Context: an optimization exercise on an open-source flow, tuned for small area. The choices shown serve that exercise and are no tape-out recipe. Function was checked by simulation only, so behaviour that the tests miss may differ from the original. Power is estimated from default activity; no workload was simulated.

<file path="flow/flow/run.sh">
#!/bin/bash
# Layout flow: the standard synthesis, then the combinational logic of
# that netlist is mapped again with a stronger ABC script (the registers,
# their names and cell types are kept as they are), then the standard
# layout from floorplan to finish on the new netlist.
set -euo pipefail
W=$(pwd)
F=$W/flow
R=$W/orfs/results/$FLOW_PLATFORM/smart_pill_box/base
LIB=$FLOW_HOME/platforms/sky130hd/lib/sky130_fd_sc_hd__tt_025C_1v80.lib

bash standard.sh synth > $W/synth.log 2>&1

cp $R/1_2_yosys.v $W/std_synth.v
# register cell types of the standard synthesis, kept as black boxes
FLOPS=$(grep -o 'sky130_fd_sc_hd__[a-z0-9_]*' $W/std_synth.v | sort -u | grep -E '__(df|sdf|edf|dl)' | tr '\n' ' ')
DONT_USE=$(sed -n '/DONT_USE_CELLS/,/^$/p' $FLOW_HOME/platforms/sky130hd/config.mk | tr -d '\\' | tr ' \t' '\n\n' | grep '^sky130' | sed 's/^/-dont_use /' | tr '\n' ' ')
cat > $W/remap.ys <<EOT
read_liberty -ignore_miss_func $LIB
read_verilog $W/std_synth.v
hierarchy -top $FLOW_TOP
setattr -mod -set keep_hierarchy 1 $FLOPS
flatten
opt_clean
tee -o $W/remap_before.txt stat -liberty $LIB
abc -liberty $LIB $DONT_USE -script $F/remap.abc
opt_clean -purge
splitnets
opt_clean -purge
hilomap -singleton -hicell sky130_fd_sc_hd__conb_1 HI -locell sky130_fd_sc_hd__conb_1 LO
insbuf -buf sky130_fd_sc_hd__buf_4 A X
select $FLOW_TOP
tee -o $W/remap_after.txt stat -liberty $LIB
write_verilog -noattr -nohex -nodec -selected $W/remapped.v
EOT
yosys -s $W/remap.ys > $W/remap.log 2>&1

cp $W/remapped.v $R/1_2_yosys.v
rm -f $R/1_synth.odb $R/1_synth.sdc
bash standard.sh finish > $W/finish.log 2>&1
</file>
<file path="flow/flow/remap.abc">
strash
&get -n
&fraig -x
&put
scorr
dc2
strash
&get -n
&dch -f
&nf -a -R 1000
&put
strash
&get -n
&dch -f
&nf -a -R 1000
&put
</file>
<file path="flow/constraint.sdc">
create_clock -name core_clock -period 12.0 [get_ports {clk}]
set_input_delay 2.4000 -clock core_clock [delete_from_list [all_inputs] [get_ports {clk}]]
set_output_delay 2.4000 -clock core_clock [all_outputs]
set_load 0.01 [all_outputs]
</file>
<file path="flow/standard.sh">
#!/bin/bash
# synth_recipe.tcl (not shown) runs the flow's synth.tcl, then flattens the netlist and writes it again
# the make line also repeats each setting of config.mk as NAME=value (left out here)
make -C /OpenROAD-flow-scripts/flow DESIGN_CONFIG=/design/flow/config.mk WORK_HOME=/design/flow/orfs CLKGATE_MAP_FILE= SYNTH_SCRIPT=/design/flow/synth_recipe.tcl "${@:-finish}"
</file>
<file path="flow/design.v">
module scankeyboard_debounce(
	input              clk,
	input              rst_n,
	output reg  [4:1]  r,
	input       [4:1]  c,
	output      [3:0]  kcode,
	output             kev
	);
reg  [3:0] cnt;           
reg  [4:1] n1, n2, n3, n4;    
reg  [2:0] cls1, cls2;    
reg  [1:0] cls3;          
reg  [1:0] cls4;          
reg  [3:0] kf;            
reg  [3:0] kx;            
reg  [2:0] ch;            
wire [4:1] r_n = ~(4'b0001 << cnt[3:2]);
always @(posedge clk or negedge rst_n)
	if (!rst_n) begin
		cnt <= 4'd0;
		r <= 4'b1110;
	end else begin
		cnt <= cnt + 4'd1;
		r <= r_n;
	end
function [2:0] classify;
	input [4:1] p;    
	case (p)
	4'b0000: classify = 3'b000;
	4'b0001: classify = 3'b100;
	4'b0010: classify = 3'b101;
	4'b0100: classify = 3'b110;
	4'b1000: classify = 3'b111;
	default: classify = 3'b001;
	endcase
endfunction
wire [2:0] k1 = classify(~c & n1);
wire [2:0] k2 = classify(~c & n2);
wire [2:0] k3 = classify(~c & n3);
wire [2:0] k4 = classify(~c & n4);
always @(posedge clk or negedge rst_n)
	if (!rst_n) begin
		n1 <= 4'd0; n2 <= 4'd0; n3 <= 4'd0; n4 <= 4'd0;
		cls1 <= 3'd0; cls2 <= 3'd0; cls3 <= 2'd0; cls4 <= 2'd0;
	end else begin
		if (r_n[1] & ~r[1]) begin n1 <= ~c; cls1 <= k1; end
		if (r_n[2] & ~r[2]) begin n2 <= ~c; cls2 <= k2; end
		if (r_n[3] & ~r[3]) begin
			n3 <= ~c;
			cls3 <= k3[2] ? ((k3[1:0] == 2'd0) ? 2'd1 : 2'd2) : {k3[0], k3[0]};
		end
		if (r_n[4] & ~r[4]) begin
			n4 <= ~c;
			cls4 <= k4[2] ? 2'd1 : {k4[0], k4[0]};
		end
	end
always @(posedge clk or negedge rst_n)
	if (!rst_n)
		kf <= 4'b0000;
	else begin
		if (~r[1]) kf[0] <= (cls1 != 3'd0);
		if (~r[2]) kf[1] <= (cls2 != 3'd0);
		if (~r[3]) kf[2] <= (cls3 != 2'd0);
		if (~r[4]) kf[3] <= (cls4 != 2'd0);
	end
reg [3:0] kcode_n;
reg       hold;
always @(*) begin
	hold = 1'b0;
	kcode_n = 4'd15;
	case (kf)
	4'b0001: if (cls1[2]) kcode_n = {2'b00, cls1[1:0]}; else hold = 1'b1;
	4'b0010: if (cls2[2]) kcode_n = {2'b01, cls2[1:0]}; else hold = 1'b1;
	4'b0100: if (cls3 == 2'd1) kcode_n = 4'd8; else if (cls3 != 2'd2) hold = 1'b1;
	4'b1000: if (cls4 != 2'd1) hold = 1'b1;
	4'b0000: ;
	default: hold = 1'b1;
	endcase
end
always @(posedge clk or negedge rst_n)
	if (!rst_n) begin
		kx <= 4'd0;
		ch <= 3'b000;
	end else begin
		if (!hold) kx <= ~kcode_n;
		ch <= {ch[1:0], ~hold & (~kcode_n != kx)};
	end
assign kcode = ~kx;
assign kev = ch[2];
endmodule
module smart_pill_box_ctl(
	input              clk,
	input              rst_n,
	input      [3:0]   kcode,
	input              kev,
	output reg [1:0]   mode,
	output reg [1:0]   index,
	output reg [19:0]  xd,        
	output reg         xd_bl,
	output reg         xd_on,
	output reg [2:0]   rstate,    
	output reg         gstate,    
	output             alarm_ctl
	);
localparam [19:0] BLANK_H = {2'd3, 4'd15};
localparam [19:0] BLANK_M = {3'd7, 4'd15};
wire [8:0] kf = {9{kev}} & (9'd1 << kcode);    
reg  [2:0] change;
reg  [4:0] hour;
reg  [5:0] min, sec;
reg  [4:0] ah [0:8];
reg  [5:0] am [0:8];
reg  [5:0] as [0:8];
reg  [8:0] on, af;
reg  [1:0] abc;
localparam [9:0] T1_END = 10'h081;
localparam [8:0] T2_END = 9'h087;
localparam [7:0] T4_END = 8'ha8;
reg  [9:0] t1s;
reg  [8:0] t500;
reg  [7:0] t250;
wire clk_1hz = (t1s == T1_END);
wire clk_2hz = (t500 == T2_END);
wire clk_4hz = (t250 == T4_END);
wire [9:0] t1s_nx  = {t1s[8:0], ~(t1s[2] ^ t1s[9])};
wire [8:0] t500_nx = {t500[7:0], ~(t500[3] ^ t500[8])};
wire [7:0] t250_nx = {t250[6:0], ~(t250[0] ^ t250[1] ^ t250[6] ^ t250[7])};
assign alarm_ctl = |af;
wire [3:0] aidx = {2'b00, index} + (mode == 2'd2 ? 4'd3 : mode == 2'd3 ? 4'd6 : 4'd0);
wire [4:0] sel_h  = ah[aidx];
wire [5:0] sel_m  = am[aidx];
wire [5:0] sel_s  = as[aidx];
wire       sel_on = on[aidx];
wire [8:0] asel = (mode == 2'd0) ? 9'd0 : (9'd1 << aidx);
wire time_mode = (mode == 2'd0);
wire chg0 = (change == 3'd0);
wire [1:0] mode_n = (kf[3] & chg0) ? mode + 2'd1 : mode;
wire to_time = (mode_n == 2'd0);
wire [4:0] src_h = to_time ? hour : sel_h;
wire [5:0] src_m = to_time ? min  : sel_m;
wire [5:0] src_s = to_time ? sec  : sel_s;
wire [5:0] fv   = (change == 3'd1) ? {1'b0, src_h} : (change == 3'd2) ? src_m : src_s;
wire [5:0] fmax = (change == 3'd1) ? 6'd23 : 6'd59;
wire [5:0] fnew = kf[1] ? ((fv == fmax) ? 6'd0 : fv + 6'd1)
                        : ((fv == 6'd0) ? fmax : fv - 6'd1);
wire kud = kf[1] | kf[2];
wire run1s = ~time_mode | chg0;
wire tick  = run1s & clk_1hz;
integer a;
always @(posedge clk or negedge rst_n)
	if (!rst_n) begin
		mode <= 2'd0; change <= 3'd0; index <= 2'd0;
		hour <= 5'd0; min <= 6'd0; sec <= 6'd0;
		on <= 9'd0;
		for (a = 0; a < 9; a = a + 1) begin
			ah[a] <= 5'd0; am[a] <= 6'd0; as[a] <= 6'd0;
		end
	end else begin
		mode <= mode_n;
		if (kf[0])
			change <= (change == (time_mode ? 3'd3 : 3'd4)) ? 3'd0 : change + 3'd1;
		if (time_mode | (kf[3] & chg0))
			index <= 2'd0;
		else if (kf[4] & chg0)
			index <= (index == 2'd2) ? 2'd0 : index + 2'd1;
		if (time_mode & kud) begin
			if (change == 3'd1) hour <= fnew[4:0];
			if (change == 3'd2) min  <= fnew;
			if (change == 3'd3) sec  <= fnew;
		end
		if (tick) begin
			if (sec == 6'd59) begin
				sec <= 6'd0;
				if (min == 6'd59) begin
					min <= 6'd0;
					hour <= (hour == 5'd23) ? 5'd0 : hour + 5'd1;
				end else
					min <= min + 6'd1;
			end else
				sec <= sec + 6'd1;
		end
		for (a = 0; a < 9; a = a + 1)
			if (asel[a] & kud) begin
				if (change == 3'd1) ah[a] <= fnew[4:0];
				if (change == 3'd2) am[a] <= fnew;
				if (change == 3'd3) as[a] <= fnew;
				if (change == 3'd4) on[a] <= ~on[a];
			end
	end
reg [8:0] match;
always @(*)
	for (a = 0; a < 9; a = a + 1)
		match[a] = (ah[a] == hour) & (am[a] == min) & (as[a] == sec);
wire t1s0 = (t1s == 10'd0) | clk_1hz;
wire [8:0] editing = asel & {9{~chg0}};
always @(posedge clk or negedge rst_n)
	if (!rst_n)
		af <= 9'd0;
	else
		af <= (af & ~{9{kf[5]}}) | (~af & ~editing & on & match & {9{t1s0}});
always @(posedge clk or negedge rst_n)
	if (!rst_n) begin
		t1s <= 10'd0; t500 <= 9'd0; t250 <= 8'd0;
	end else begin
		t1s  <= ~run1s ? 10'd0 : clk_1hz ? 10'd1 : t1s_nx;
		t500 <= chg0 ? 9'd0 : clk_2hz ? 9'd1 : t500_nx;
		t250 <= ~(time_mode & alarm_ctl) ? 8'd0 : clk_4hz ? 8'd1 : t250_nx;
	end
always @(posedge clk or negedge rst_n)
	if (!rst_n)
		abc <= 2'd0;
	else if (kf[6])
		abc <= (abc == 2'd1) ? 2'd0 : 2'd1;
	else if (kf[7])
		abc <= (abc == 2'd2) ? 2'd0 : 2'd2;
	else if (kf[8])
		abc <= (abc == 2'd3) ? 2'd0 : 2'd3;
wire [2:0] r_tog = (rstate == 3'd0) ? 3'd4 : 3'd0;
always @(posedge clk or negedge rst_n)
	if (!rst_n) begin
		rstate <= 3'd0; gstate <= 1'b0;
	end else if (abc != 2'd0)
		rstate <= {1'b0, abc};
	else if (!chg0) begin
		case (mode)
		2'd1: begin gstate <= 1'b0; if (clk_2hz) rstate <= r_tog; end
		2'd2: begin rstate <= 3'd0; if (clk_2hz) gstate <= ~gstate; end
		2'd3: if (clk_2hz) begin gstate <= ~gstate; rstate <= gstate ? 3'd0 : 3'd4; end
		default: begin rstate <= 3'd0; gstate <= 1'b0; end
		endcase
	end else if (|af[2:0]) begin
		gstate <= 1'b0; if (clk_4hz) rstate <= r_tog;
	end else if (|af[5:3]) begin
		rstate <= 3'd0; if (clk_4hz) gstate <= ~gstate;
	end else if (|af[8:6]) begin
		if (clk_4hz) begin gstate <= ~gstate; rstate <= gstate ? 3'd0 : 3'd4; end
	end else begin
		rstate <= 3'd0; gstate <= 1'b0;
	end
function [5:0] bcd_h;   
	input [4:0] v;
	begin
		if (v >= 5'd20)      bcd_h = {2'd2, v[3:0] - 4'd4};
		else if (v >= 5'd10) bcd_h = {2'd1, v[3:0] - 4'd10};
		else                 bcd_h = {2'd0, v[3:0]};
	end
endfunction
function [6:0] bcd_ms;  
	input [5:0] v;
	begin
		if (v >= 6'd50)      bcd_ms = {3'd5, v[3:0] - 4'd2};
		else if (v >= 6'd40) bcd_ms = {3'd4, v[3:0] - 4'd8};
		else if (v >= 6'd30) bcd_ms = {3'd3, v[3:0] - 4'd14};
		else if (v >= 6'd20) bcd_ms = {3'd2, v[3:0] - 4'd4};
		else if (v >= 6'd10) bcd_ms = {3'd1, v[3:0] - 4'd10};
		else                 bcd_ms = {3'd0, v[3:0]};
	end
endfunction
wire [5:0] bh = bcd_h(src_h);
wire [6:0] bm = bcd_ms(src_m);
wire [6:0] bs = bcd_ms(src_s);
wire [5:0] xh = xd[19:14];
wire [6:0] xm = xd[13:7];
wire [6:0] xs = xd[6:0];
wire hbl = (xh == BLANK_H[5:0]);
wire mbl = (xm == BLANK_M[6:0]);
wire sbl = (xs == BLANK_M[6:0]);
always @(posedge clk or negedge rst_n)
	if (!rst_n) begin
		xd <= 20'd0; xd_bl <= 1'b0; xd_on <= 1'b0;
	end else if (time_mode & ~to_time) begin
		xd <= {2'd0, 4'd15, BLANK_M[6:0], BLANK_M[6:0]};
		xd_bl <= 1'b1;
	end else begin
		case (change)
		3'd0: begin xd <= {bh, bm, bs}; xd_bl <= 1'b0; xd_on <= sel_on; end
		3'd1: begin
			xd[13:0] <= {bm, bs}; xd_bl <= 1'b0; xd_on <= sel_on;
			if (clk_2hz) xd[19:14] <= hbl ? bh : BLANK_H[5:0];
		end
		3'd2: begin
			xd[19:14] <= bh; xd[6:0] <= bs; xd_bl <= 1'b0; xd_on <= sel_on;
			if (clk_2hz) xd[13:7] <= mbl ? bm : BLANK_M[6:0];
		end
		3'd3: begin
			xd[19:7] <= {bh, bm}; xd_bl <= 1'b0; xd_on <= sel_on;
			if (clk_2hz) xd[6:0] <= sbl ? bs : BLANK_M[6:0];
		end
		3'd4: begin
			xd <= {bh, bm, bs};
			if (clk_2hz) begin
				xd_bl <= ~xd_bl; xd_on <= sel_on;
			end
		end
		default: ;
		endcase
	end
endmodule
module lattic(
	input              clk,
	input              rst_n,
	input      [2:0]   rstate,
	input              gstate,
	input              alarm_ctl,
	output     [7:0]   row,
	output reg [7:0]   r_col,
	output     [7:0]   g_col,
	output             beep
	);
reg [3:0] tc;
reg [2:0] cnt;
always @(posedge clk or negedge rst_n)
	if (!rst_n) begin
		tc <= 4'd0; cnt <= 3'd0;
	end else if (tc == 4'd6) begin        
		tc <= 4'd0; cnt <= cnt + 3'd1;
	end else
		tc <= {tc[2:0], ~(tc[0] ^ tc[3])};
assign beep = ~(cnt[1] & alarm_ctl);
assign row = 8'd1 << cnt;
reg [7:0] heart;
always @(*)
	case (cnt)
	3'd1: heart = 8'h3c;
	3'd2: heart = 8'h18;
	3'd3: heart = 8'h24;
	3'd4, 3'd5, 3'd6: heart = 8'h3c;
	default: heart = 8'h00;
	endcase
assign g_col = ~(gstate ? heart : 8'h00);
always @(*)
	case (rstate)
	3'd1:
		case (cnt)
		3'd1: r_col = ~8'h18;
		3'd2: r_col = ~8'h24;
		3'd3, 3'd5, 3'd6: r_col = ~8'h42;
		3'd4: r_col = ~8'h7e;
		default: r_col = ~8'h00;
		endcase
	3'd2:
		case (cnt)
		3'd0: r_col = ~8'h00;
		3'd1, 3'd4, 3'd7: r_col = ~8'h1c;
		default: r_col = ~8'h24;
		endcase
	3'd3:
		case (cnt)
		3'd1, 3'd6: r_col = ~8'h1c;
		3'd2, 3'd5: r_col = ~8'h22;
		3'd3, 3'd4: r_col = ~8'h02;
		default: r_col = ~8'h00;
		endcase
	3'd4: r_col = ~heart;
	default: r_col = ~8'h00;
	endcase
endmodule
module lcd1602_driver(
	input              clk,
	input              rst_n,
	input      [127:0] codes,
	output reg         lcd_rs,
	output             lcd_rw,
	output reg         lcd_en,
	output reg [7:0]   lcd_data
	);
assign lcd_rw = 1'b0;
localparam INIT = 2'd0, CHECK = 2'd1, REFRESH = 2'd2;
localparam S0 = 3'd0, S1 = 3'd1, S2 = 3'd2, S3 = 3'd3, S4 = 3'd4, S5 = 3'd5;
localparam [127:0] SP = {4'd0, 4'd0, 4'd0, 4'd0, 4'd15, 4'd7, 4'd0, 4'd15,
                         4'd7, 4'd0, 4'd15, 4'd3, 4'd0, 4'd0, 4'd0, 4'd0,
                         4'd0, 4'd0, 4'd0, 4'd0, 4'd0, 4'd3, 4'd0, 4'd0,
                         4'd0, 4'd0, 4'd0, 4'd0, 4'd0, 4'd0, 4'd0, 4'd0};
function [7:0] digit;
	input [3:0] v;
	digit = (v >= 4'd10) ? " " : "0" + {4'd0, v};
endfunction
function [7:0] to_char;
	input [4:0] pos;
	input [3:0] c;
	case (pos)
	5'd1:  to_char = c[0] ? "s" : " ";
	5'd2:  to_char = c[0] ? "m" : " ";
	5'd3:  to_char = c[0] ? "a" : " ";
	5'd4:  to_char = c[0] ? "r" : " ";
	5'd5:  to_char = c[1] ? "t" : c[0] ? "b" : " ";
	5'd6:  to_char = c[0] ? "o" : " ";
	5'd7:  to_char = c[1] ? "p" : c[0] ? "x" : " ";
	5'd8:  to_char = c[2] ? "i" : (c[1:0] == 2'd0) ? " " : "0" + {6'd0, c[1:0]};
	5'd9:  to_char = c[1] ? "l" : c[0] ? ":" : " ";
	5'd10: to_char = c[2] ? "l" : (c[1:0] == 2'd3) ? " " : "1" + {6'd0, c[1:0]};
	5'd12: to_char = c[0] ? "b" : " ";
	5'd13: to_char = c[0] ? "o" : " ";
	5'd14: to_char = c[0] ? "x" : " ";
	5'd20: to_char = (c[1:0] == 2'd3) ? " " : "0" + {6'd0, c[1:0]};
	5'd21, 5'd24, 5'd27: to_char = digit(c);
	5'd23, 5'd26: to_char = (c[2:0] >= 3'd6) ? " " : "0" + {5'd0, c[2:0]};
	5'd22, 5'd25: to_char = c[0] ? ":" : " ";
	5'd29: to_char = c[0] ? "o" : " ";
	5'd30: to_char = c[1] ? "n" : c[0] ? "f" : " ";
	5'd31: to_char = c[0] ? "f" : " ";
	default: to_char = " ";
	endcase
endfunction
reg [1:0]   state_f;
reg [2:0]   state_s;
reg [4:0]   cnt;
reg [4:0]   refresh_pos;
wire [4:0]  local_pos = refresh_pos + 5'd1;
reg [127:0] cache;
wire [127:0] ncx = codes ^ SP;
reg [31:0] diff, first;
reg        found;
reg [4:0]  fpos;
integer p;
always @(*) begin
	fpos = 5'd0;
	found = 1'b0;
	for (p = 0; p < 32; p = p + 1) begin
		diff[p] = (cache[p*4 +: 4] != ncx[p*4 +: 4]);
		first[p] = diff[p] & ~found;
		found = found | diff[p];
		if (first[p]) fpos = fpos | p[4:0];
	end
end
reg [7:0] init_cmd;
always @(*)
	case (refresh_pos[2:0])
	3'd2: init_cmd = 8'h38;    
	3'd3: init_cmd = 8'h0c;
	3'd4: init_cmd = 8'h06;
	3'd5: init_cmd = 8'h01;
	default: init_cmd = 8'h80;
	endcase
wire [3:0] rcode = cache[refresh_pos*4 +: 4] ^ SP[refresh_pos*4 +: 4];
localparam [4:0] T10 = 5'd13, T24 = 5'd9;
wire [4:0] cnt_nx = {cnt[3:0], ~(cnt[1] ^ cnt[4])};
wire [4:0] tlim = (state_s == S1 || state_s == S4) ? T24 : T10;
wire tdone = (cnt == tlim);
wire win = (cnt != 5'd0);           
wire init_run = (state_f == INIT) & (refresh_pos != 5'd31);
wire busy = init_run | (state_f == REFRESH);
always @(posedge clk or negedge rst_n)
	if (!rst_n) begin
		lcd_rs <= 1'b0;
		lcd_en <= 1'b0;
		lcd_data <= 8'd0;
	end else if (busy & win) begin
		case (state_s)
		S0: begin
			lcd_rs <= 1'b0; lcd_en <= 1'b0;
			lcd_data <= init_run ? init_cmd
			                     : {1'b1, refresh_pos[4], 2'b00, refresh_pos[3:0]};
		end
		S1, S4: lcd_en <= 1'b1;
		S3: begin
			lcd_rs <= 1'b1; lcd_en <= 1'b0;
			lcd_data <= to_char(refresh_pos, rcode);
		end
		default: lcd_en <= 1'b0;
		endcase
	end
always @(posedge clk or negedge rst_n)
	if (!rst_n) begin
		state_f <= INIT;
		state_s <= S0;
		cnt <= 5'd1;
		refresh_pos <= 5'd26;
		cache <= 128'd0;
	end else begin
		case (state_f)
		INIT:
			if (init_run) begin
				cnt <= tdone ? 5'd0 : cnt_nx;
				if (tdone)
					case (state_s)
					S0: state_s <= S1;
					S1: state_s <= S2;
					default: begin state_s <= S0; refresh_pos <= refresh_pos + 5'd1; end
					endcase
			end else
				state_f <= CHECK;
		CHECK:
			if (found) begin
				refresh_pos <= fpos;
				state_f <= REFRESH;
				state_s <= (local_pos == fpos) ? S3 : S0;
				for (p = 0; p < 32; p = p + 1)
					if (first[p]) cache[p*4 +: 4] <= ncx[p*4 +: 4];
			end
		default: begin
			cnt <= tdone ? 5'd0 : cnt_nx;
			if (tdone) begin
				if (state_s == S5) begin
					state_s <= S0; state_f <= CHECK;
				end else
					state_s <= state_s + 3'd1;
			end
		end
		endcase
	end
endmodule
module lcd1602_display(
	input      [1:0]   mode,
	input      [1:0]   index,
	input      [19:0]  xd,
	input              xd_bl,
	input              xd_on,
	output reg [127:0] codes     
	);
wire T = (mode == 2'd0);
wire onf = ~T & ~xd_bl;
always @(*) begin
	codes = 128'd0;
	codes[1*4 +: 4] = {3'd0, T};
	codes[2*4 +: 4] = {3'd0, T};
	codes[3*4 +: 4] = {3'd0, T};
	codes[4*4 +: 4] = {3'd0, T};
	codes[5*4 +: 4] = {2'd0, T, ~T};
	codes[6*4 +: 4] = {3'd0, ~T};
	codes[7*4 +: 4] = {2'd0, T, ~T};
	codes[8*4 +: 4] = {1'b0, T, mode};
	codes[9*4 +: 4] = {2'd0, T, ~T};
	codes[10*4 +: 4] = {1'b0, T, index};
	codes[12*4 +: 4] = {3'd0, T};
	codes[13*4 +: 4] = {3'd0, T};
	codes[14*4 +: 4] = {3'd0, T};
	codes[20*4 +: 4] = {2'd0, xd[19:18]};
	codes[21*4 +: 4] = xd[17:14];
	codes[22*4 +: 4] = 4'd1;
	codes[23*4 +: 4] = {1'b0, xd[13:11]};
	codes[24*4 +: 4] = xd[10:7];
	codes[25*4 +: 4] = 4'd1;
	codes[26*4 +: 4] = {1'b0, xd[6:4]};
	codes[27*4 +: 4] = xd[3:0];
	codes[29*4 +: 4] = {3'd0, onf};
	codes[30*4 +: 4] = {2'd0, onf & xd_on, onf & ~xd_on};
	codes[31*4 +: 4] = {3'd0, onf & ~xd_on};
end
endmodule
module smart_pill_box(
	input              clk,
	input              rst_n,
	input      [4:1]   c,
	output     [4:1]   r,
	output             lcd_rs,
	output             lcd_rw,
	output             lcd_en,
	output     [7:0]   lcd_data,
	output             beep,
	output     [7:0]   row,
	output     [7:0]   r_col,
	output     [7:0]   g_col
	);
wire [3:0]  kcode;
wire        kev;
wire [1:0]  mode, index;
wire [19:0] xd;
wire        xd_bl, xd_on;
wire [2:0]  rstate;
wire        gstate;
wire        alarm_ctl;
wire [127:0] codes;
scankeyboard_debounce scankeyboard_debounce_inst(
	.clk(clk), .rst_n(rst_n), .r(r), .c(c), .kcode(kcode), .kev(kev));
smart_pill_box_ctl smart_pill_box_ctl_inst(
	.clk(clk), .rst_n(rst_n), .kcode(kcode), .kev(kev),
	.mode(mode), .index(index), .xd(xd), .xd_bl(xd_bl), .xd_on(xd_on),
	.rstate(rstate), .gstate(gstate), .alarm_ctl(alarm_ctl));
lattic lattic_inst(
	.clk(clk), .rst_n(rst_n), .rstate(rstate), .gstate(gstate),
	.alarm_ctl(alarm_ctl), .row(row), .r_col(r_col), .g_col(g_col), .beep(beep));
lcd1602_display lcd1602_display_inst(
	.mode(mode), .index(index), .xd(xd), .xd_bl(xd_bl), .xd_on(xd_on),
	.codes(codes));
lcd1602_driver lcd1602_driver_inst(
	.clk(clk), .rst_n(rst_n), .codes(codes), .lcd_rs(lcd_rs), .lcd_rw(lcd_rw), .lcd_en(lcd_en),
	.lcd_data(lcd_data));
endmodule
</file>
<file path="flow/config.mk">
export PLATFORM = sky130hd
export DESIGN_NAME = smart_pill_box
export DESIGN_NICKNAME = smart_pill_box
export VERILOG_FILES = /design/flow/design.v
export SDC_FILE = /design/flow/constraint.sdc
export NUM_CORES = 4
export LEC_CHECK = 0
export ABC_AREA = 1
export CAP_MARGIN = 20
export CORE_MARGIN = 2
export CORE_UTILIZATION = 50
export CTS_BUF_LIST = sky130_fd_sc_hd__clkbuf_8
export CTS_CLUSTER_DIAMETER = 60
export CTS_CLUSTER_SIZE = 16
export SLEW_MARGIN = 20
</file>
==> impl_metrics.yaml, run 1 <==
status:
  status: "complete, no violations"
logic_synthesis:
  postSynthAreaPerCell_um2: 8.83
  netlist_area_um2: 20200
  netlist_instances: 2284
  synth.yosys.warnings: 8
critical_path:
  crit_path_max_fanout: 30
  cpMaxStageDelayCell: "dfrtp_1"
  crit_chain: "nor2b_1 -> nand2_1 -> nand2_1 -> xor2_1 -> nor3_2 -> buf_4 -> a222oi_1 -> nand2_1 -> a21oi_1 -> a22oi_1 -> nor2_1 -> a211oi_4 -> a31oi_1 -> nand2_1 -> nor2_1 -> and2_0 -> nand2_1 -> o21ai_0 -> nand2_1 -> a21oi_2 -> buf_4 -> o32a_1 -> a21oi_1"
  worstReg2RegEnd: "smart_pill_box_ctl_inst.sec[3]"
  crit_type: "flip-flop to flip-flop"
  worstPathRequired_ns: 12.53
  slowest_delay_ns: 0.60
  ff2ff_setup_slack_ns: 6.60
  r2r.worst_path.cells: 23
  critical_path.endpoint_type: "flip-flop"
  reg2reg_from: "smart_pill_box_ctl_inst.mode[1]"
  arrival_ns: 5.93
  critPathLaunchType: "flip-flop"
  cp_common_cell: "nand2_1"
floorplan:
  dieArea_um2: 42000
  die_w_um: 205
  core_um2: 39700
  die_y_um: 205
  io_pins: 46
  row_count: 73
  start_util_pct: 50.8
timing:
  rsz0062_at_grt: "false"
  fmax_ghz: 0.185
  period_share_pct: 45.0
  setup_viol: 0
  hold_viol_final: 0
  maxSlewHeadroom_pct: 23.7
  fin_crit_ns: 5.40
  tns_ns: 0
  fin_skew_ns: 0.0465
  tightest_slew_ns: 1.14
  maxSlewViolCount: 0
  fin_ws_ns: 6.60
clock_tree:
  ctsResizeCount: 0
  cts.clk_slew.worst_paths_ns: 0.11
  ctsHoldBuffers: 0
  cts_inserted_buffers: 36
  root_buffer: "clkbuf_8"
  cts_setup_buffers: 0
  cts_sinks: 373
  clock_latency_ns: 0.67
  cts_tree: "yes"
  clock_path_buffers: 3
  cts_htree_levels: 2
final_layout:
  nets: 2393
  syn2layout_area_growth_pct: 10.1
  n_antenna_cell: 0
  drive_above_1_share_pct: 5.02
placed_design:
  dp.final_hpwl_mm: 55.1
  gp_congestion: 1.05
  dp_slack_ns: 6.44
  numPortBuffers: 38
global_routing:
  grt_remaining_overflow: 0
  grt_pass1_wl_mm: 115
  grt_pass1_vias: 18212
  antenna_found_initial: 1
  track_usage_pct: 36.4
  grt_max_degree: 107
detailed_routing:
  routed_wl_mm: 75.0
  ant_nets: 0
  avgViaCountPerCell: 6.50
  drc: 0
  first_pass_iters: 7
  via_count: 19103
  drt-met1-wl_mm: 32.0
  drtIter0Drc: 2737
  wl_per_cell_um: 25.5
  wl_met3_mm: 7.51
  top_layer_used: "met5"
  dr_wl_met2_mm: 32.2
power_and_ir_drop:
  ir_worst_vdd_mv: 0.0970
  p_leak_nw: 9.49
  powerDensity_nw_per_um2: 107
hold_path:
  hp-class: "flip-flop to flip-flop"
  holdCritStartpoint: "scankeyboard_debounce_inst.ch[1]"
  min_path_cells: 0
  hold_end: "scankeyboard_debounce_inst.ch[2]"
flow_run:
  drv_cap: 0
where the power goes:
group / leakage [nW] / switching [mW] / internal [mW]
logic: 4.03 / 0.157 / 0.0738
registers: 5.06 / 0.0356 / 1.28
clock network: 0.405 / 0.505 / 0.336
worst max-delay path, delay by kind of cell, from the launching register on:
family                    cells  cell delay (ns)
buffers and inverters         2             0.69
AOI/OAI and AO/OA             9             1.76
and+or+nand+nor              11             1.63
xor gates and xnor gates      1             0.60
DFF                           1             0.60
area by class of cell:
type / count / area [um^2]
fill: 3639 / 17500
multi-input combinational: 1819 / 10500
sequential: 373 / 9340
timing repair buffer: 82 / 716
tap: 525 / 657
clock buffer: 41 / 564
inverter: 75 / 282
clock inverter: 22 / 179
placed cells by master (no fill, tap or decap), types with 33 or more instances in the layout:
cell type and n:
a21oi_1 232, a222oi_1 41, buf_4 44, clkbuf_8 41, clkdlybuf4s50_1 37, clkinv_1 75
dfrtp_1 366, nand2_1 277, nand3_1 44, nand4_1 33, nor2_1 316, nor2b_1 35
nor3_1 50, o21ai_0 169, o22ai_1 43, xnor2_1 98, xor2_1 54
flip-flops by register name, indices dropped and copies added, names as in the netlist, 5 cells and up:
register and cells:
smart_pill_box_ctl_inst.ah 45, smart_pill_box_ctl_inst.xd 20, lcd1602_driver_inst.cache 46, lcd1602_driver_inst.refresh_pos 5, smart_pill_box_ctl_inst.t1s 10, smart_pill_box_ctl_inst.sec 6, smart_pill_box_ctl_inst.as 54, lcd1602_driver_inst.lcd_data 8
smart_pill_box_ctl_inst.min 6, smart_pill_box_ctl_inst.hour 5, lcd1602_driver_inst.cnt 5, smart_pill_box_ctl_inst.t250 8, smart_pill_box_ctl_inst.af 9, smart_pill_box_ctl_inst.on 9, smart_pill_box_ctl_inst.t500 9, smart_pill_box_ctl_inst.am 54
layer usage:
layer | track usage (%) | vias up
met3 | 8.38 | 199
met4 | 13.8 | 2
li1 | - | 8594
met5 | 0 | -
met2 | 54.0 | 949
met1 | 51.7 | 9359
how the worst max path moves through the flow:
stage,depth (start not counted),endpoint,start
5_1_grt,20,smart_pill_box_ctl_inst.sec[2],smart_pill_box_ctl_inst.mode[1]
3_3_place_gp,21,smart_pill_box_ctl_inst.am[1][5],smart_pill_box_ctl_inst.mode[1]
3_5_place_dp,17,smart_pill_box_ctl_inst.am[2][5],smart_pill_box_ctl_inst.mode[1]
4_1_cts,17,smart_pill_box_ctl_inst.am[2][5],smart_pill_box_ctl_inst.mode[1]
6_report,23,smart_pill_box_ctl_inst.sec[3],smart_pill_box_ctl_inst.mode[1]
2_1_floorplan,16,smart_pill_box_ctl_inst.sec[4],smart_pill_box_ctl_inst.change[0]
through the flow:
step	hold WS, ns	area [um^2]	utilization (%)	std cells	total power [mW]
2_1_floorplan	0.331	20200	-	2289	1.45
3_3_place_gp	0.332	21500	54.0	2874	1.56
6_report	0.355	22200	55.9	2937	2.39
3_5_place_dp	0.346	21500	54.0	2874	1.57
5_1_grt	0.364	22200	55.9	2937	2.47
4_1_cts	0.358	22200	55.9	2937	2.39
==> run 2, diff against run 1 <==
==> flow/flow/remap.abc (replaced) <==
strash
&get -n
&fraig -x
&deepsyn -T 60
&put
strash
&get -n
&dch -f
&nf -a -R 1000
&put
strash
&get -n
&dch -f
&nf -a -R 1000
&put
--- a/flow/config.mk
+++ b/flow/config.mk
@@ -9,7 +9,7 @@
 export CAP_MARGIN = 20
 export CORE_MARGIN = 2
 export CORE_UTILIZATION = 50
-export CTS_BUF_LIST = sky130_fd_sc_hd__clkbuf_8
-export CTS_CLUSTER_DIAMETER = 60
-export CTS_CLUSTER_SIZE = 16
+export CTS_BUF_LIST = sky130_fd_sc_hd__clkbuf_16
+export CTS_CLUSTER_DIAMETER = 80
+export CTS_CLUSTER_SIZE = 24
 export SLEW_MARGIN = 20
==> run 2 against run 1 <==
Against the previous run: still clean; synthesized area down 2.8%; final cell count down 4.5%; first-iteration DRC count down 13%; combinational power down about 40%; count of clock-buffer cells in the layout down 17; sequential share of layout area up 1.2 points; hold slack worse by 0.026 ns; clock skew down 0.0060 ns; largest cell class unchanged; largest power group unchanged.
==> impl_metrics.yaml, run 2 <==
critical_path:
  path_delay_family: "compound AO/OA/AOI/OAI gates"
  slowest_delay_ns: 0.72
  worstPathRequired_ns: 12.48
  critPathLaunchType: "flip-flop"
  cp_common_cell: "nor2_1"
  worst-path-buf-inv: 1
  arrival_ns: 6.35
  critical_path.endpoint_type: "flip-flop"
  crit_path_max_fanout: 38
  crit_chain: "or3_1 -> nor4_1 -> nand2_1 -> a22o_1 -> or2_2 -> a21oi_1 -> nor2_1 -> a221o_1 -> o41ai_1 -> nor2_1 -> a21oi_2 -> buf_4 -> o21ai_0"
  cpMaxStageDelayCell: "o41ai_1"
  crit_type: "flip-flop to flip-flop"
final_layout:
  n_antenna_cell: 0
  stdcell_count: 2805
  final_common_cell: "dfrtp_1"
  syn2layout_area_growth_pct: 10.3
  drive_above_1_share_pct: 4.20
  nets: 2276
  top_regs: "smart_pill_box_ctl_inst.am x54, smart_pill_box_ctl_inst.as x54, lcd1602_driver_inst.cache x46"
  layout_common_cells: "dfrtp_1 (366), nand2_1 (274), nor2_1 (248)"
global_routing:
  grt_pass1_vias: 17028
  grt_max_degree: 119
  antenna_found_initial: 2
  track_usage_pct: 33.9
  grt_pass1_wl_mm: 106
  grt_remaining_overflow: 0
timing:
  maxSlewViolCount: 0
  fin_crit_ns: 5.87
  maxSlewHeadroom_pct: 29.9
  fmax_ghz: 0.170
  rsz0062_at_grt: "false"
  hold_viol_final: 0
  tns_ns: 0
  fin_skew_ns: 0.0405
  period_share_pct: 49.0
  fin_ws_ns: 6.13
  setup_viol: 0
  tightest_slew_ns: 1.04
clock_tree:
  cts_sinks: 373
  cts_inserted_buffers: 24
  ctsResizeCount: 0
  root_buffer: "clkbuf_16"
  cts_htree_levels: 1
  cts.clk_slew.worst_paths_ns: 0.09
  cts_tree: "yes"
  cts_setup_buffers: 0
  clock_latency_ns: 0.60
  clock_path_buffers: 3
  ctsHoldBuffers: 0
floorplan:
  start_util_pct: 50.7
  io_pins: 46
  die_w_um: 202
  row_count: 72
  dieArea_um2: 40800
  die_y_um: 202
  core_um2: 38600
logic_synthesis:
  netlist_instances: 2187
  netlist_area_um2: 19600
  synth.yosys.warnings: 8
  postSynthAreaPerCell_um2: 8.96
detailed_routing:
  wl_per_cell_um: 24.8
  ant_nets: 0
  routed_wl_mm: 69.7
  via_count: 18380
  drc: 0
  avgViaCountPerCell: 6.55
  first_pass_iters: 9
  drtIter0Drc: 2375
hold_path:
  hp-class: "flip-flop to flip-flop"
flow_run:
  drv_cap: 0
placed_design:
  gp_congestion: 1.07
  numPortBuffers: 38
  place_inst: 2762
  dp.final_hpwl_mm: 49.8
  dp_slack_ns: 5.95
status:
  status: "complete, no violations"
power_and_ir_drop:
  ir_worst_vdd_mv: 0.148
  powerDensity_nw_per_um2: 107
  p_leak_nw: 9.31
==> run 2: per-stage QoR <==
step	hold WS, ns	area, um^2	utilization, %	total power, mW
2_1_floorplan	0.331	19600	-	1.36
6_report	0.329	21600	55.9	2.32
3_3_place_gp	0.334	20800	53.8	1.45
5_1_grt	0.336	21600	55.9	2.39
4_1_cts	0.331	21600	55.9	2.34
3_5_place_dp	0.336	20800	53.9	1.45
==> run 2: metal layers <==
layer / routed length, um / GRT usage [%] / up-vias
met4: 3430 / 13.4 / 2
li1: - / - / 8230
met2: 29300 / 50.3 / 1038
met1: 29500 / 49.3 / 8840
met5: 12 / 0 / -
met3: 7360 / 6.37 / 270
==> run 2: path summary, 6_finish.rpt <==
check | startpoint | to | slack [ns] | depth (start not counted)
max | smart_pill_box_ctl_inst.change[1] | smart_pill_box_ctl_inst.am[2][4] | 6.13 | 13
max reg2reg | smart_pill_box_ctl_inst.change[1] | smart_pill_box_ctl_inst.am[2][4] | 6.13 | 13
min reg2reg | scankeyboard_debounce_inst.ch[1] | scankeyboard_debounce_inst.ch[2] | 0.33 | 0
min in group asynchronous | rst_n | lcd1602_driver_inst.lcd_rs | 1.89 | 1
min | scankeyboard_debounce_inst.ch[1] | scankeyboard_debounce_inst.ch[2] | 0.33 | 0
max in group asynchronous | rst_n | smart_pill_box_ctl_inst.am[5][0] | 7.95 | 3
==> run 2: where the power goes <==
group | switching (mW) | internal (mW) | total, mW
Sequential | 0.0199 | 1.27 | 1.29
Combinational | 0.111 | 0.0280 | 0.139
Clock | 0.501 | 0.393 | 0.893
==> run 2: area by class of cell <==
cell class                 instances  area (um^2)
multi-input combinational       1709         9850
clock buffer                      24          601
sequential                       373         9340
clock inverter                    19          188
inverter                          88          330
tap                              518          648
fill                            3543        17000
timing repair buffer              74          656
==> run 3, diff against run 2 <==
--- a/flow/config.mk
+++ b/flow/config.mk
@@ -8,7 +8,7 @@
 export ABC_AREA = 1
 export CAP_MARGIN = 20
 export CORE_MARGIN = 2
-export CORE_UTILIZATION = 50
+export CORE_UTILIZATION = 60
 export CTS_BUF_LIST = sky130_fd_sc_hd__clkbuf_16
 export CTS_CLUSTER_DIAMETER = 80
 export CTS_CLUSTER_SIZE = 24
==> run 3 against run 2 <==
Against the previous run: sequential cell count did not move; count of clock-buffer cells in the layout decreased by 3; still clean; worst setup slack improved by 0.11 ns; sequential share of layout area is 0.62 points higher; utilization grew 9.9 points; non-clock buffer count down 7; critical path depth decreased by 2; sequential power hardly changed; register-to-register slack improved by 0.11 ns; power shrank 4.7%; largest cell class unchanged; largest power group unchanged.
==> impl_metrics.yaml, run 3 <==
status:
  status: "complete, no violations"
global_routing:
  grt_pass1_vias: 17308
  grt_pass1_wl_mm: 102
  antenna_found_initial: 4
  grt_remaining_overflow: 0
  track_usage_pct: 39.3
  grt_max_degree: 186
critical_path:
  critPathLaunchType: "flip-flop"
  r2r.worst_path.cells: 11
  crit_type: "flip-flop to flip-flop"
  arrival_ns: 6.16
  worstSetupStartpoint: "smart_pill_box_ctl_inst.change[0]"
  critical_path.endpoint_type: "flip-flop"
  worstReg2RegEnd: "smart_pill_box_ctl_inst.am[1][5]"
  reg2reg_from: "smart_pill_box_ctl_inst.change[0]"
  worstPathRequired_ns: 12.40
  crit_end: "smart_pill_box_ctl_inst.am[1][5]"
  ff2ff_setup_slack_ns: 6.24
  crit_path_max_fanout: 38
clock_tree:
  ctsHoldBuffers: 0
  clock_path_buffers: 3
  cts.clk_slew.worst_paths_ns: 0.09
  cts_setup_buffers: 0
  cts_tree: "yes"
  cts_inserted_buffers: 21
  cts_sinks: 373
  ctsResizeCount: 0
  cts_htree_levels: 1
  clock_latency_ns: 0.57
  root_buffer: "clkbuf_16"
timing:
  maxSlewViolCount: 0
  whs_ns: 0.358
  rsz0062_at_grt: "false"
  period_share_pct: 48.0
  maxSlewHeadroom_pct: 15.3
  hold_viol_final: 0
  fin_crit_ns: 5.76
  fmax_ghz: 0.174
  fin_ws_ns: 6.24
  fin_skew_ns: 0.0316
  tns_ns: 0
  tightest_slew_ns: 1.26
  setup_viol: 0
final_layout:
  stdcell_count: 2711
  top_regs: "smart_pill_box_ctl_inst.am x54, smart_pill_box_ctl_inst.as x54, lcd1602_driver_inst.cache x46"
  final_common_cell: "dfrtp_1"
  fin_area_um2: 21300
  nFillCells: 2701
  multi_input_area_um2: 9830
  regArea_um2: 9340
  nets: 2266
  syn2layout_area_growth_pct: 8.75
  layout_common_cells: "dfrtp_1 (366), nand2_1 (274), nor2_1 (250)"
  drive_above_1_share_pct: 3.31
  n_antenna_cell: 0
power_and_ir_drop:
  ir_worst_vdd_mv: 0.139
  p_leak_nw: 9.19
  powerDensity_nw_per_um2: 104
flow_run:
  drv_cap: 0
detailed_routing:
  drc: 0
  routed_wl_mm: 66.6
  via_count: 18749
  avgViaCountPerCell: 6.92
  wl_per_cell_um: 24.6
  drtIter0Drc: 2928
  ant_nets: 0
  first_pass_iters: 10
floorplan:
  die_y_um: 185
  start_util_pct: 60.5
  io_pins: 46
  die_w_um: 185
  row_count: 66
  dieArea_um2: 34100
  core_um2: 32400
placed_design:
  dp.final_hpwl_mm: 47.1
  numPortBuffers: 38
  dp_slack_ns: 6.21
  gp_congestion: 1.10
  place_inst: 2679
  place_area_um2: 20700
hold_path:
  hp-class: "flip-flop to flip-flop"
logic_synthesis:
  postSynthAreaPerCell_um2: 8.96
  netlist_area_um2: 19600
  netlist_instances: 2187
  synth.yosys.warnings: 8
-- run 3: through the flow --
step	total power, mW	util (%)
after detailed placement	1.45	63.8
after global routing	2.28	65.8
after CTS	2.22	65.8
after floorplan	1.36	-
final	2.21	65.8
after global placement	1.44	63.8
-- run 3: report_power, final --
part	switching [mW]	total, mW	internal [mW]
clock	0.436	0.786	0.350
sequential	0.0199	1.29	1.27
combinational	0.108	0.136	0.0278
total	0.564	2.21	1.65
-- run 3: worst min path at each step --
stage / startpoint / end / cells after the start
global route: scankeyboard_debounce_inst.ch[0] / scankeyboard_debounce_inst.ch[1] / 0
detailed placement: scankeyboard_debounce_inst.ch[1] / scankeyboard_debounce_inst.ch[2] / 0
CTS: scankeyboard_debounce_inst.ch[0] / scankeyboard_debounce_inst.ch[1] / 0
finish: scankeyboard_debounce_inst.ch[0] / scankeyboard_debounce_inst.ch[1] / 0
global placement: scankeyboard_debounce_inst.ch[1] / scankeyboard_debounce_inst.ch[2] / 0
floorplan: scankeyboard_debounce_inst.ch[0] / scankeyboard_debounce_inst.ch[1] / 0
-- run 3: cell type report --
type | instances | share of cell area [%]
Sequential cell | 373 | 43.8
Timing Repair Buffer | 67 | 2.91
Inverter | 88 | 1.55
Clock inverter | 11 | 0.528
Clock buffer | 21 | 2.47
Tap cell | 442 | 2.59
Multi-Input combinational cell | 1709 | 46.1
-- run 3: metal layers --
| layer | routed length [um] | track usage, % | vias to the layer above |
|---|---|---|---|
| met1 | 26500 | 55.1 | 8988 |
| met3 | 8420 | 11.0 | 324 |
| met2 | 28100 | 57.7 | 1229 |
| met5 | 44 | 0 | - |
| met4 | 3560 | 15.7 | 6 |
| li1 | - | - | 8202 |
-- run 3: critical path: stages (launching register included) --
cell and delay (ns):
dfrtp_1 0.55, or3_1 0.45, nor4_1 0.71, nand2_1 0.12
a22o_1 0.28, or2_2 0.53, nand2_1 0.12, o21ai_0 0.31
a221o_1 0.57, o41ai_1 0.73, o22a_1 0.98, o21ai_0 0.24
==> run 4, diff against run 3 <==
--- a/flow/flow/run.sh
+++ b/flow/flow/run.sh
@@ -2,7 +2,8 @@
 # Layout flow: the standard synthesis, then the combinational logic of
 # that netlist is mapped again with a stronger ABC script (the registers,
 # their names and cell types are kept as they are), then the standard
-# layout from floorplan to finish on the new netlist.
+# layout from floorplan to finish on the new netlist. Clock tree synthesis
+# takes its options from flow/cts_args (ORFS's CTS_ARGS) when that exists.
 set -euo pipefail
 W=$(pwd)
 F=$W/flow
@@ -37,4 +38,7 @@
 
 cp $W/remapped.v $R/1_2_yosys.v
 rm -f $R/1_synth.odb $R/1_synth.sdc
+if [[ -f $F/cts_args ]]; then
+  export CTS_ARGS="$(cat $F/cts_args)"
+fi
 bash standard.sh finish > $W/finish.log 2>&1
==> flow/flow/cts_args (new file) <==
-sink_clustering_enable -repair_clock_nets -sink_clustering_size 24 -sink_clustering_max_diameter 80 -buf_list sky130_fd_sc_hd__clkbuf_16 -tree_buf sky130_fd_sc_hd__clkbuf_8 -dont_use_dummy_load
==> run 4 against run 3 <==
Against the previous run: first-iteration DRC count up 0.24%; critical path depth up 3; sequential cell count unchanged; sequential share of layout area up 0.23 points; synthesized cell count unchanged; clock skew up 0.020 ns; routed wire length down 0.12%; final cell count down 0.41%; power down 3.1%; critical path type unchanged; count of clock-buffer cells in the layout unchanged; sequential power about the same; clock power down 8.7%; largest cell class unchanged.
==> impl_metrics.yaml, run 4 <==
status:
  status: "complete, no violations"
hold_path:
  min_path_cells: 0
  hold_end: "scankeyboard_debounce_inst.ch[1]"
  holdCritStartpoint: "scankeyboard_debounce_inst.ch[0]"
  hp-class: "flip-flop to flip-flop"
clock_tree:
  cts_tree: "yes"
  clock_latency_ns: 0.56
  root_buffer: "clkbuf_16"
  cts_setup_buffers: 0
  cts_htree_levels: 1
  clock_path_buffers: 3
  cts_inserted_buffers: 21
  ctsResizeCount: 0
  ctsHoldBuffers: 0
  cts.clk_slew.worst_paths_ns: 0.10
  cts_sinks: 373
placed_design:
  dp.final_hpwl_mm: 47.1
  gp_congestion: 1.10
  numPortBuffers: 38
final_layout:
  top_regs: "smart_pill_box_ctl_inst.am x54, smart_pill_box_ctl_inst.as x54, lcd1602_driver_inst.cache x46"
  nets: 2266
  syn2layout_area_growth_pct: 8.17
  layout_common_cells: "dfrtp_1 (366), nand2_1 (274), nor2_1 (250)"
  nFillCells: 2715
  n_antenna_cell: 0
  drive_above_1_share_pct: 2.97
  final_common_cell: "dfrtp_1"
timing:
  period_share_pct: 47.3
  rsz0062_at_grt: "false"
  whs_ns: 0.356
  fmax_ghz: 0.176
  setup_viol: 0
  tns_ns: 0
  fin_crit_ns: 5.68
  fin_skew_ns: 0.0512
  hold_viol_final: 0
  maxSlewHeadroom_pct: 14.4
  tightest_slew_ns: 1.28
  maxSlewViolCount: 0
critical_path:
  critPathLaunchType: "flip-flop"
  arrival_ns: 6.08
  crit_type: "flip-flop to flip-flop"
  reg2reg_from: "smart_pill_box_ctl_inst.change[0]"
  worstPathRequired_ns: 12.40
  ff2ff_setup_slack_ns: 6.32
  r2r.worst_path.cells: 14
  crit_path_max_fanout: 38
  worstReg2RegEnd: "smart_pill_box_ctl_inst.am[1][5]"
  critical_path.endpoint_type: "flip-flop"
global_routing:
  track_usage_pct: 39.2
  grt_pass1_vias: 17293
  antenna_found_initial: 1
  grt_pass1_wl_mm: 102
  grt_max_degree: 186
  grt_remaining_overflow: 0
power_and_ir_drop:
  p_leak_nw: 9.13
  ir_worst_vdd_mv: 0.139
  powerDensity_nw_per_um2: 101
floorplan:
  start_util_pct: 60.5
  row_count: 66
  dieArea_um2: 34100
  io_pins: 46
  core_um2: 32400
  die_y_um: 185
  die_w_um: 185
detailed_routing:
  wl_per_cell_um: 24.6
  routed_wl_mm: 66.5
  via_count: 18740
  avgViaCountPerCell: 6.94
  drc: 0
  ant_nets: 0
  first_pass_iters: 9
  drtIter0Drc: 2935
flow_run:
  drv_cap: 0
logic_synthesis:
  postSynthAreaPerCell_um2: 8.96
  netlist_area_um2: 19600
  synth.yosys.warnings: 8
  netlist_instances: 2187
run 4: through the flow:
stage	std cells	setup slack, ns	total power [mW]	area [um^2]	util (%)
floorplan	2192	6.09	1.36	19600	-
global placement	2679	6.43	1.44	20700	63.8
detailed placement	2679	6.21	1.45	20700	63.8
CTS	2700	6.23	2.14	21200	65.5
global route	2700	5.93	2.20	21200	65.5
finish	2700	6.32	2.14	21200	65.5
run 4: critical path, cell delays in order (launching register included):
cell and delay, ns:
dfrtp_1 0.55, or3_1 0.45, nor4_1 0.68, nand2_1 0.12
a22o_1 0.28, or2_2 0.53, o21ai_0 0.66, nand2_1 0.22
a31oi_1 0.36, nand2_1 0.15, nor2_1 0.18, nand2_1 0.11
xor2_1 0.15, o22a_1 0.89, o21ai_0 0.23
run 4: where the power goes:
| group | switching [mW] | internal, mW | total [mW] |
|---|---|---|---|
| Clock | 0.405 | 0.312 | 0.718 |
| Sequential | 0.0198 | 1.27 | 1.29 |
| Combinational | 0.108 | 0.0278 | 0.136 |
| Total | 0.533 | 1.61 | 2.14 |
run 4: layer usage:
| layer | part of all wire [%] | global-route usage, % |
|---|---|---|
| met1 | 40 | 55.6 |
| met5 | 0.020 | 0 |
| met3 | 13 | 9.58 |
| met4 | 5.7 | 16.2 |
| met2 | 42 | 57.9 |
run 4: area by class of cell:
type	count	area [um^2]	share of cell area, %
multi-input combinational	1709	9830	46.4
timing repair buffer	67	619	2.92
clock buffer	21	526	2.48
tap	442	553	2.61
sequential	373	9340	44.1
inverter	88	330	1.56
run 4: worst max-delay path by stage:
stage / end / from / slack, ns
floorplan: smart_pill_box_ctl_inst.hour[4] / smart_pill_box_ctl_inst.change[1] / 6.09
global placement: smart_pill_box_ctl_inst.am[7][5] / smart_pill_box_ctl_inst.change[1] / 6.43
detailed placement: smart_pill_box_ctl_inst.am[1][5] / smart_pill_box_ctl_inst.change[1] / 6.21
CTS: smart_pill_box_ctl_inst.am[5][5] / smart_pill_box_ctl_inst.change[1] / 6.23
global route: lcd1602_driver_inst.refresh_pos[3] / smart_pill_box_ctl_inst.mode[0] / 5.93
finish: smart_pill_box_ctl_inst.am[1][5] / smart_pill_box_ctl_inst.change[0] / 6.32
==> run 5, diff against run 4 <==
==> flow/flow/cts_args (replaced) <==
-sink_clustering_enable -repair_clock_nets -sink_clustering_size 24 -sink_clustering_max_diameter 80 -buf_list sky130_fd_sc_hd__clkbuf_16 -dont_use_dummy_load
==> run 5 against run 4 <==
Against the previous run: critical endpoint unchanged; first-iteration DRC count stayed put; synthesized cell count unchanged; clock skew unchanged; synthesized area did not move.
==> impl_metrics.yaml, run 5 <==
power_and_ir_drop:
  powerDensity_nw_per_um2: 101
  p_leak_nw: 9.13
  ir_worst_vdd_mv: 0.139
  internal_power_mw: 1.61
  power_frac_comb_pct: 6.4
  p_seq_share_pct: 60.1
  p_total_mw: 2.14
  switching_share_pct: 24.9
  p_sw_uw: 533
  clock_power_share_pct: 33.5
clock_tree:
  ctsResizeCount: 0
  cts_inserted_buffers: 21
  clock_path_buffers: 3
  cts_tree: "yes"
  cts_sinks: 373
  cts_htree_levels: 1
  cts_setup_buffers: 0
  cts.clk_slew.worst_paths_ns: 0.10
  clock_latency_ns: 0.56
  ctsHoldBuffers: 0
  root_buffer: "clkbuf_16"
floorplan:
  io_pins: 46
  die_y_um: 185
  dieArea_um2: 34100
  start_util_pct: 60.5
  die_w_um: 185
  row_count: 66
  core_um2: 32400
final_layout:
  syn2layout_area_growth_pct: 8.17
  top_regs: "smart_pill_box_ctl_inst.am x54, smart_pill_box_ctl_inst.as x54, lcd1602_driver_inst.cache x46"
  final_common_cell: "dfrtp_1"
  drive_above_1_share_pct: 2.97
  final_util_pct: 65.5
  n_antenna_cell: 0
  layout_common_cells: "dfrtp_1 (366), nand2_1 (274), nor2_1 (250)"
  nets: 2266
critical_path:
  crit_path_max_fanout: 38
  arrival_ns: 6.08
  worstPathRequired_ns: 12.40
  worstReg2RegEnd: "smart_pill_box_ctl_inst.am[1][5]"
  r2r.worst_path.cells: 14
  reg2reg_from: "smart_pill_box_ctl_inst.change[0]"
  critPathLaunchType: "flip-flop"
  crit_type: "flip-flop to flip-flop"
  critical_path.endpoint_type: "flip-flop"
  ff2ff_setup_slack_ns: 6.32
logic_synthesis:
  postSynthAreaPerCell_um2: 8.96
  synth.yosys.warnings: 8
  netlist_instances: 2187
  netlist_area_um2: 19600
global_routing:
  grt_pass1_vias: 17293
  grt_pass1_wl_mm: 102
  antenna_found_initial: 1
  grt_remaining_overflow: 0
  track_usage_pct: 39.2
  grt_max_degree: 186
hold_path:
  holdCritStartpoint: "scankeyboard_debounce_inst.ch[0]"
  hold_end: "scankeyboard_debounce_inst.ch[1]"
  hp-class: "flip-flop to flip-flop"
  min_path_cells: 0
timing:
  fmax_ghz: 0.176
  tightest_slew_ns: 1.28
  rsz0062_at_grt: "false"
  maxSlewViolCount: 0
  maxSlewHeadroom_pct: 14.4
  setup_viol: 0
  fin_crit_ns: 5.68
  fin_skew_ns: 0.0512
  period_share_pct: 47.3
  fin_ws_ns: 6.32
  hold_viol_final: 0
  tns_ns: 0
flow_run:
  drv_cap: 0
placed_design:
  gp_congestion: 1.10
  numPortBuffers: 38
  dp_slack_ns: 6.21
  dp.final_hpwl_mm: 47.1
detailed_routing:
  via_count: 18740
  wl_per_cell_um: 24.6
  first_pass_iters: 9
  drc: 0
  avgViaCountPerCell: 6.94
  ant_nets: 0
  routed_wl_mm: 66.5
  drtIter0Drc: 2935
status:
  status: "complete, no violations"
==> run 5: cell counts in the layout (fill, tap and decap cells not counted) <==
Identical to the previous run, type by type.
==> run 5: worst max-delay path by stage <==
stage / startpoint / to / slack, ns / depth (start not counted)
after global routing: smart_pill_box_ctl_inst.mode[0] / lcd1602_driver_inst.refresh_pos[3] / 5.93 / 23
after global placement: smart_pill_box_ctl_inst.change[1] / smart_pill_box_ctl_inst.am[7][5] / 6.43 / 11
after floorplan: smart_pill_box_ctl_inst.change[1] / smart_pill_box_ctl_inst.hour[4] / 6.09 / 11
after CTS: smart_pill_box_ctl_inst.change[1] / smart_pill_box_ctl_inst.am[5][5] / 6.23 / 9
after detailed placement: smart_pill_box_ctl_inst.change[1] / smart_pill_box_ctl_inst.am[1][5] / 6.21 / 9
final: smart_pill_box_ctl_inst.change[0] / smart_pill_box_ctl_inst.am[1][5] / 6.32 / 14
==> run 5: cell type report <==
class / count / area (um^2)
clock buffer: 21 / 526
tap: 442 / 553
inverter: 88 / 330
fill: 2715 / 11200
multi-input combinational: 1709 / 9830
timing repair buffer: 67 / 619
sequential: 373 / 9340
==> run 5: routing by layer <==
layer	global-route usage (%)	wire, um
met4	16.2	3790
met1	55.6	26500
met5	0	13
met2	57.9	27900
met3	9.58	8320
==> run 5: power by group through the flow <==
stage               combinational (mW)  clock [mW]  sequential (mW)
floorplan                       0.0573           0             1.31
global placement                 0.130           0             1.31
detailed placement               0.133           0             1.31
CTS                              0.133       0.723             1.29
global route                     0.146       0.764             1.29
finish                           0.136       0.718             1.29
==> run 5: critical path, stage by stage (launching register included) <==
cell,delay [ns]
dfrtp_1,0.55
or3_1,0.45
nor4_1,0.68
nand2_1,0.12
a22o_1,0.28
or2_2,0.53
o21ai_0,0.66
nand2_1,0.22
a31oi_1,0.36
nand2_1,0.15
nor2_1,0.18
nand2_1,0.11
xor2_1,0.15
o22a_1,0.89
o21ai_0,0.23
==> run 5: through the flow <==
step | area [um^2] | hold WS (ns) | cells
6_report | 21200 | 0.356 | 2700
5_1_grt | 21200 | 0.364 | 2700
4_1_cts | 21200 | 0.365 | 2700
3_5_place_dp | 20700 | 0.350 | 2679
3_3_place_gp | 20700 | 0.334 | 2679
2_1_floorplan | 19600 | 0.331 | 2192
==> run 6, diff against run 5 <==
--- a/flow/flow/run.sh
+++ b/flow/flow/run.sh
@@ -3,7 +3,8 @@
 # that netlist is mapped again with a stronger ABC script (the registers,
 # their names and cell types are kept as they are), then the standard
 # layout from floorplan to finish on the new netlist. Clock tree synthesis
-# takes its options from flow/cts_args (ORFS's CTS_ARGS) when that exists.
+# takes its options from flow/cts_args (ORFS's CTS_ARGS) and port buffering
+# from flow/buffer_ports_args (ORFS's BUFFER_PORTS_ARGS) when they exist.
 set -euo pipefail
 W=$(pwd)
 F=$W/flow
@@ -41,4 +42,7 @@
 if [[ -f $F/cts_args ]]; then
   export CTS_ARGS="$(cat $F/cts_args)"
 fi
+if [[ -f $F/buffer_ports_args ]]; then
+  export BUFFER_PORTS_ARGS="$(cat $F/buffer_ports_args)"
+fi
 bash standard.sh finish > $W/finish.log 2>&1
==> flow/flow/buffer_ports_args (new file) <==
-buffer_cell sky130_fd_sc_hd__buf_1
==> run 6 against run 5 <==
Against the previous run: still clean; cell area shrank 0.72%; worst setup slack worse by 0.49 ns; hold slack got worse by 0.0011 ns; die area stayed put; critical path type unchanged; largest power group unchanged.
==> impl_metrics.yaml, run 6 <==
status:
  status: "complete, no violations"
placed_design:
  dp.final_hpwl_mm: 47.3
  gp_congestion: 1.03
  numPortBuffers: 38
  place_inst: 2681
clock_tree:
  root_buffer: "clkbuf_16"
  clock_path_buffers: 3
  ctsHoldBuffers: 0
  cts_tree: "yes"
  ctsResizeCount: 0
  cts.clk_slew.worst_paths_ns: 0.09
  cts_inserted_buffers: 23
  clock_latency_ns: 0.58
  cts_setup_buffers: 0
  cts_sinks: 373
  cts_htree_levels: 1
global_routing:
  grt_max_degree: 168
  track_usage_pct: 39.1
  grt_remaining_overflow: 0
  grt_pass1_vias: 17610
  grt_pass1_wl_mm: 102
  antenna_found_initial: 4
critical_path:
  arrival_ns: 6.57
  cp_common_cell: "nand2_1"
  critPathLaunchType: "flip-flop"
  crit_type: "flip-flop to flip-flop"
  reg2reg_from: "smart_pill_box_ctl_inst.change[1]"
  r2r.worst_path.cells: 15
  worstPathRequired_ns: 12.40
  worstSetupStartpoint: "smart_pill_box_ctl_inst.change[1]"
  cpMaxStageDelayCell: "o22a_1"
  critical_path.endpoint_type: "flip-flop"
  slowest_delay_ns: 0.93
  crit_path_max_fanout: 38
  ff2ff_setup_slack_ns: 5.83
  crit_chain: "or3_1 -> buf_4 -> nor4_1 -> nand2_1 -> a22o_1 -> or2_2 -> o21ai_0 -> clkinv_1 -> o221ai_1 -> nand2_1 -> nor2_1 -> nand2_1 -> xor2_1 -> o22a_1 -> o21ai_0"
power_and_ir_drop:
  internal_power_mw: 1.64
  p_leak_nw: 9.06
  switching_share_pct: 25.1
  powerDensity_nw_per_um2: 104
  p_sw_uw: 548
  p_seq_share_pct: 58.7
  ir_worst_vdd_mv: 0.130
  clock_power_share_pct: 34.7
  p_total_mw: 2.18
  power_frac_comb_pct: 6.6
timing:
  tns_ns: 0
  fin_skew_ns: 0.0570
  rsz0062_at_grt: "false"
  fmax_ghz: 0.162
  period_share_pct: 51.4
  maxSlewHeadroom_pct: 23.5
  hold_viol_final: 0
  tightest_slew_ns: 1.15
  maxSlewViolCount: 0
  fin_crit_ns: 6.17
  setup_viol: 0
detailed_routing:
  routed_wl_mm: 66.6
  first_pass_iters: 10
  avgViaCountPerCell: 6.90
  via_count: 18670
  ant_nets: 0
  wl_per_cell_um: 24.6
  drc: 0
  drtIter0Drc: 2597
logic_synthesis:
  synth.yosys.warnings: 8
  netlist_area_um2: 19600
  postSynthAreaPerCell_um2: 8.96
  netlist_instances: 2187
hold_path:
  min_path_cells: 0
  holdCritStartpoint: "scankeyboard_debounce_inst.ch[0]"
  hp-class: "flip-flop to flip-flop"
final_layout:
  final_common_cell: "dfrtp_1"
  syn2layout_area_growth_pct: 7.39
  stdcell_count: 2705
  drive_above_1_share_pct: 3.27
  nets: 2270
  nFillCells: 2752
  top_regs: "smart_pill_box_ctl_inst.am x54, smart_pill_box_ctl_inst.as x54, lcd1602_driver_inst.cache x46"
  layout_common_cells: "dfrtp_1 (366), nand2_1 (274), nor2_1 (249)"
floorplan:
  start_util_pct: 60.5
  die_w_um: 185
  row_count: 66
  dieArea_um2: 34100
  core_um2: 32400
  die_y_um: 185
  io_pins: 46
flow_run:
  drv_cap: 0
==> run 6: layout make-up <==
type	instances	area [um^2]	area share, %
sequential	373	9340	44.4
inverter	88	330	1.57
multi-input combinational	1709	9850	46.8
tap	442	553	2.63
timing repair buffer	69	395	1.88
clock buffer	23	576	2.73
antenna	1	2.50	0.0119
==> run 6: path summary, 6_finish.rpt <==
check,endpoint
max,smart_pill_box_ctl_inst.am[5][5]
min,scankeyboard_debounce_inst.ch[1]
max reg2reg,smart_pill_box_ctl_inst.am[5][5]
min reg2reg,scankeyboard_debounce_inst.ch[1]
max in group asynchronous,scankeyboard_debounce_inst.n3[4]
min in group asynchronous,lcd1602_driver_inst.lcd_data[1]
==> run 6: through the flow <==
stage | cell area, um^2 | worst slack (ns) | utilization, % | hold slack [ns]
after floorplan | 19600 | 6.09 | - | 0.331
after global placement | 20400 | 6.07 | 63.1 | 0.336
after detailed placement | 20400 | 5.89 | 63.1 | 0.335
after CTS | 21000 | 5.83 | 64.9 | 0.356
after global routing | 21000 | 5.51 | 65.0 | 0.367
final | 21000 | 5.83 | 65.0 | 0.355
==> run 6: per-layer routing <==
metal  routed length (um)  track usage (%)  up-vias
li1                     -                -     8205
met1                25900             51.1     8997
met2                30200             62.5     1160
met3                 7240             9.96      304
met4                 3260             15.8        4
met5                   35                0        -
==> run 6: power groups by stage <==
stage	Sequential (mW)	Combinational, mW	Clock (mW)
floorplan	1.31	0.0573	0
global placement	1.31	0.138	0
detailed placement	1.31	0.140	0
CTS	1.28	0.142	0.762
global route	1.28	0.154	0.807
finish	1.28	0.144	0.758
==> run 6: worst max-delay path, delay by kind of cell (launching register included) <==
kind            cells  cell delay [ns]
compound gates      5             2.44
simple gates        7             2.36
flops               1             0.56
buf+inv             2             0.48
xor+xnor            1             0.16

what the ideal ports hide:
In the flow no input, the clock included, has a driving cell. The finished layouts below were timed again as built, in two steps.
Step 1: set_driving_cell puts a clkbuf_16 on clk and a buf_2 on each other input, an assumption about the parent block.
Step 2, shift: input delay + t, output delay - t, t = (earliest + latest rising clock arrival at the registers) / 2. This alone moves slack from input paths to output paths.
Slacks: ideal ports / drivers / drivers and shift; pairs: ideal ports / drivers.
| run | shift t [ns] | setup slack, ns | worst register clock-pin slew, ns | worst slew at a driven data input, ns |
|---|---|---|---|---|
| run 1 | 0.696 | 6.603 / 6.603 / 6.603 | 0.11 / 0.11 | 0.05 |
| run 2 | 0.639 | 6.126 / 6.126 / 6.126 | 0.10 / 0.10 | 0.05 |
| run 3 | 0.609 | 6.238 / 6.238 / 6.238 | 0.11 / 0.11 | 0.05 |
| run 4 | 0.591 | 6.319 / 6.319 / 6.319 | 0.11 / 0.11 | 0.05 |
| run 5 | 0.591 | 6.319 / 6.319 / 6.319 | 0.11 / 0.11 | 0.05 |
| run 6 | 0.601 | 5.829 / 5.829 / 5.829 | 0.10 / 0.10 | 0.03 |
After both steps every run listed still meets setup and hold.
